This design comes from an exercise in tuning for small area, a short achievable clock period and few clock cycles per item on the open sky130 flow, not from production work. Where RTL was checked, it was by simulation tests only, not by an equivalence proof against the original.

==> module WbRegs, before the edit <==
module WbRegs #(
    parameter CFGAW = 32,
    parameter CFGDW = 32,
    parameter REGW = 18,
    parameter N_CTL = 18
) (
    input  logic clk,
    input  logic cyc_i,
    input  logic stb_i,
    input  logic we_i,
    output logic ack_o,
    output logic stall_o,
    input  logic [CFGAW-1:0] addr_i,
    input  logic [CFGDW-1:0] data_i,
    output logic [CFGDW-1:0] data_o,
    output logic [N_CTL*REGW-1:0] ctl_regs,
    output logic [N_CTL/3*REGW-1:0] sel_regs
);
assign stall_o = 1'b0;
function automatic logic is_neg(input int i);
    is_neg = (i % 6) > 3;
endfunction
function automatic logic [REGW-1:0] enc(input logic [REGW-1:0] c);
    enc = c;
    for (int j = 1; j < REGW / 2; j++)
        enc[2*j] = c[2*j] ^ c[2*j-1];
endfunction
function automatic logic [REGW-1:0] dec(input logic [REGW-1:0] e);
    dec = e;
    for (int j = 1; j < REGW / 2; j++)
        dec[2*j] = e[2*j] ^ e[2*j-1];
endfunction
function automatic logic [REGW-1:0] bsel(input logic [REGW-1:0] e);
    logic lo;
    for (int j = 0; j < REGW / 2; j++) begin
        lo = (j > 0) ? e[2*j-1] : 1'b0;
        bsel[j] = ~e[2*j] & (e[2*j+1] ^ lo);
        bsel[REGW/2 + j] = e[2*j+1] & ~(~e[2*j] & lo);
    end
endfunction
logic [REGW-1:0] regs [N_CTL];
logic [REGW-1:0] sels [N_CTL/3];
logic [REGW-1:0] rd_raw;
logic rd_neg;
logic [REGW-1:0] do_r;
always_comb begin
    rd_raw = '0;
    rd_neg = 1'b0;
    for (int i = 0; i < N_CTL; i++) begin
        if (addr_i == CFGAW'(i)) begin
            rd_raw = dec(regs[i]);
            rd_neg = is_neg(i);
        end
    end
end
always @(posedge clk) begin
    ack_o <= cyc_i & stb_i;
    if (cyc_i && stb_i) begin
        if (we_i && addr_i < CFGAW'(N_CTL)) begin
            for (int i = 0; i < N_CTL; i++) begin
                if (addr_i == CFGAW'(i)) begin
                    regs[i] <= enc(is_neg(i) ? -data_i[REGW-1:0] : data_i[REGW-1:0]);
                    if (is_neg(i))
                        sels[(i / 6) * 2 + (i % 6) - 4] <= bsel(enc(-data_i[REGW-1:0]));
                end
            end
        end else begin
            do_r <= rd_neg ? -rd_raw : rd_raw;
        end
    end
end
assign data_o = {{(CFGDW-REGW){do_r[REGW-1]}}, do_r};
generate
    for (genvar i = 0; i < N_CTL; i = i + 1) begin : flat
        assign ctl_regs[i*REGW +: REGW] = regs[i];
    end
    for (genvar i = 0; i < N_CTL / 3; i = i + 1) begin : flat_sel
        assign sel_regs[i*REGW +: REGW] = sels[i];
    end
endgenerate
endmodule
clock: 8.0 ns
lec_check: 0
cap_margin: 20
core_margin: 2
core_utilization: 40
setup_slack_margin: 1.9
slew_margin: 20
run.sh (not shown) runs the stock make flow with config.mk's settings and CLKGATE_MAP_FILE= SYNTH_SCRIPT=/design/flow/synth_recipe.tcl, a recipe that flattens the netlist after the stock synthesis.
Testbench counts at the start, summed over its fixed seeds: cycles 2,104, items 2,048.
Rerun with:
--- a/flow/design.v
+++ b/flow/design.v
@@ -55,24 +55,25 @@
 end
 always @(posedge clk) begin
     ack_o <= cyc_i & stb_i;
     if (cyc_i && stb_i) begin
         if (we_i && addr_i < CFGAW'(N_CTL)) begin
             for (int i = 0; i < N_CTL; i++) begin
-                if (addr_i == CFGAW'(i)) begin
+                if (addr_i == CFGAW'(i))
                     regs[i] <= enc(is_neg(i) ? -data_i[REGW-1:0] : data_i[REGW-1:0]);
-                    if (is_neg(i))
-                        sels[(i / 6) * 2 + (i % 6) - 4] <= bsel(enc(-data_i[REGW-1:0]));
-                end
             end
         end else begin
             do_r <= rd_neg ? -rd_raw : rd_raw;
         end
     end
 end
 assign data_o = {{(CFGDW-REGW){do_r[REGW-1]}}, do_r};
+always @(posedge clk) begin
+    for (int k = 0; k < N_CTL / 3; k++)
+        sels[k] <= bsel(regs[(k / 2) * 6 + 4 + (k % 2)]);
+end
 generate
     for (genvar i = 0; i < N_CTL; i = i + 1) begin : flat
         assign ctl_regs[i*REGW +: REGW] = regs[i];
     end
     for (genvar i = 0; i < N_CTL / 3; i = i + 1) begin : flat_sel
         assign sel_regs[i*REGW +: REGW] = sels[i];
Outcome:
- The changed run finished clean
- area after synthesis is about the same
- via count decreases by 0.63%
- fmax falls by 2.7%
- cell area goes up by 0.42%
- count of clock-buffer cells in the layout shrinks by 6
- global-route usage came out lower by 0.25 points
- hold slack stays flat
Testbench counts after the change, summed over its fixed seeds: cycles 2,104, items 2,048.

* * *

garnet:
IIR, a different RTL version from the one above (not shown whole).
Size: ~20000 cells after synthesis, ~1200 flip-flops, about 160 I/O pins.
==> flow/config.mk <==
export PLATFORM = sky130hd
export DESIGN_NAME = IIR
export DESIGN_NICKNAME = IIR
export VERILOG_FILES = /design/flow/design.v
export SDC_FILE = /design/flow/constraint.sdc
export NUM_CORES = 4
export LEC_CHECK = 0
export CAP_MARGIN = 20
export CORE_MARGIN = 2
export CORE_UTILIZATION = 40
export SETUP_SLACK_MARGIN = 2.5
export SLEW_MARGIN = 20
==> flow/constraint.sdc <==
create_clock -name core_clock -period 8.0 [get_ports {clk}]
set_input_delay 1.6000 -clock core_clock [delete_from_list [all_inputs] [get_ports {clk}]]
set_output_delay 1.6000 -clock core_clock [all_outputs]
set_load 0.01 [all_outputs]
> inputs changed (garnet -> yarrow)
--- a/flow/design.v
+++ b/flow/design.v
@@ -246,54 +246,56 @@
 assign cn2_one[7] = cn2[14];
 assign cn2_two[7] = ~cn2[14] & (cn2[15] ^ cn2[13]);
 assign cn2_xn[7] = cn2[15] & ~(~cn2[14] & cn2[13]);
 assign cn2_nc[7] = cn2[15] & ~(~cn2[14] & cn2[13]);
 assign cn2_one[8] = cn2[16];
 assign cn2_two[8] = ~cn2[16] & (cn2[17] ^ cn2[15]);
 assign cn2_xn[8] = cn2[17] & ~(~cn2[16] & cn2[15]);
 assign cn2_nc[8] = cn2[17] & ~(~cn2[16] & cn2[15]);
 logic [8:0] cn1_one, cn1_two, cn1_xn, cn1_nc;
+logic [17:0] cn1_sel;
+assign cn1_sel = sels[0 +: 18];
 assign cn1_one[0] = cn1[0];
-assign cn1_two[0] = sels[0 +: 18][0];
-assign cn1_xn[0] = sels[0 +: 18][9];
-assign cn1_nc[0] = sels[0 +: 18][9];
+assign cn1_two[0] = cn1_sel[0];
+assign cn1_xn[0] = cn1_sel[9];
+assign cn1_nc[0] = cn1_sel[9];
 assign cn1_one[1] = cn1[2];
-assign cn1_two[1] = sels[0 +: 18][1];
-assign cn1_xn[1] = sels[0 +: 18][10];
-assign cn1_nc[1] = sels[0 +: 18][10];
+assign cn1_two[1] = cn1_sel[1];
+assign cn1_xn[1] = cn1_sel[10];
+assign cn1_nc[1] = cn1_sel[10];
 assign cn1_one[2] = cn1[4];
-assign cn1_two[2] = sels[0 +: 18][2];
-assign cn1_xn[2] = sels[0 +: 18][11];
-assign cn1_nc[2] = sels[0 +: 18][11];
+assign cn1_two[2] = cn1_sel[2];
+assign cn1_xn[2] = cn1_sel[11];
+assign cn1_nc[2] = cn1_sel[11];
 assign cn1_one[3] = cn1[6];
-assign cn1_two[3] = sels[0 +: 18][3];
-assign cn1_xn[3] = sels[0 +: 18][12];
-assign cn1_nc[3] = sels[0 +: 18][12];
+assign cn1_two[3] = cn1_sel[3];
+assign cn1_xn[3] = cn1_sel[12];
+assign cn1_nc[3] = cn1_sel[12];
 assign cn1_one[4] = cn1[8];
-assign cn1_two[4] = sels[0 +: 18][4];
-assign cn1_xn[4] = sels[0 +: 18][13];
-assign cn1_nc[4] = sels[0 +: 18][13];
+assign cn1_two[4] = cn1_sel[4];
+assign cn1_xn[4] = cn1_sel[13];
+assign cn1_nc[4] = cn1_sel[13];
 assign cn1_one[5] = cn1[10];
-assign cn1_two[5] = sels[0 +: 18][5];
-assign cn1_xn[5] = sels[0 +: 18][14];
-assign cn1_nc[5] = sels[0 +: 18][14];
+assign cn1_two[5] = cn1_sel[5];
+assign cn1_xn[5] = cn1_sel[14];
+assign cn1_nc[5] = cn1_sel[14];
 assign cn1_one[6] = cn1[12];
-assign cn1_two[6] = sels[0 +: 18][6];
-assign cn1_xn[6] = sels[0 +: 18][15];
-assign cn1_nc[6] = sels[0 +: 18][15];
+assign cn1_two[6] = cn1_sel[6];
+assign cn1_xn[6] = cn1_sel[15];
+assign cn1_nc[6] = cn1_sel[15];
 assign cn1_one[7] = cn1[14];
-assign cn1_two[7] = sels[0 +: 18][7];
-assign cn1_xn[7] = sels[0 +: 18][16];
-assign cn1_nc[7] = sels[0 +: 18][16];
+assign cn1_two[7] = cn1_sel[7];
+assign cn1_xn[7] = cn1_sel[16];
+assign cn1_nc[7] = cn1_sel[16];
 assign cn1_one[8] = cn1[16];
-assign cn1_two[8] = sels[0 +: 18][8];
-assign cn1_xn[8] = sels[0 +: 18][17];
-assign cn1_nc[8] = sels[0 +: 18][17];
+assign cn1_two[8] = cn1_sel[8];
+assign cn1_xn[8] = cn1_sel[17];
+assign cn1_nc[8] = cn1_sel[17];
 logic [DW-1:0] yq;
 assign yq = vq ? yo : y2;
 logic [39:0] p_s, p_c, q_s, q_c;
 logic [15:0] f;
 logic [24:0] pp_xb1 [9];
 logic [23:0] pp_xb1_t [9];
 assign pp_xb1_t[0] = x ^ {24{cb1_xn[0]}};
 assign pp_xb1[0][0] = (cb1_one[0] & pp_xb1_t[0][0]) | (cb1_two[0] & cb1_xn[0]);
 assign pp_xb1[0][1] = (cb1_one[0] & pp_xb1_t[0][1]) | (cb1_two[0] & pp_xb1_t[0][0]);
--- outcome ---
Looking at the reports, yarrow completed the entire flow and the layout it produced met the timing, DRC and antenna checks.
Final layout net count across yarrow and garnet: no real change.
Of yarrow and garnet, it is yarrow that has the higher overall routed net length.
For count of filler cells inserted in the layout, yarrow and garnet come out practically identical.
Die area essentially unchanged between garnet and yarrow.
~same sequential share of layout area in yarrow and garnet
In the reports for yarrow and garnet, the smaller worst-case setup margin in the final layout belongs to garnet.
Final design instance area without fill essentially unchanged between yarrow and garnet.
Delta (yarrow minus garnet): minimum period implied by the final worst setup slack went down by 11 ps.
Higher multi-input combinational cell count among yarrow and garnet: garnet
Testbench counts of yarrow, summed over its fixed seeds: cycles 2,104, items 2,048.
No functional check of the RTL was part of garnet.

==> separate check: timing with driven ports <==
How much do the figures lean on ideal ports? The routed layouts below were timed once more, with nothing changed but the port constraints. Step 1 assumes that a clkbuf_16 drives the clock port and a buf_2 every other input. Step 2, shift: input delay + t, output delay - t, t = (earliest + latest rising clock arrival at the registers) / 2. This alone moves slack from input paths to output paths. Slacks: no drivers / after step 1 / after step 2; pairs: no drivers / after step 1.
run	t, ns	setup slack, ns	worst setup path after step 2	latest minus earliest clock arrival (ns)
the first run of note 1	1.057	1.891 / 1.891 / 1.021	input to register	0.165 / 0.165
the second run of note 1	1.050	1.719 / 1.719 / 1.074	input to register	0.093 / 0.093
garnet	1.036	2.037 / 2.037 / 1.337	input to register	0.109 / 0.110
yarrow	1.016	2.048 / 2.048 / 1.266	input to register	0.087 / 0.087
After both steps every run listed still meets setup and hold. For the first run of note 1, which loses most, drivers alone change the setup slack by 0.000 ns; drivers and shift together by -0.870 ns.
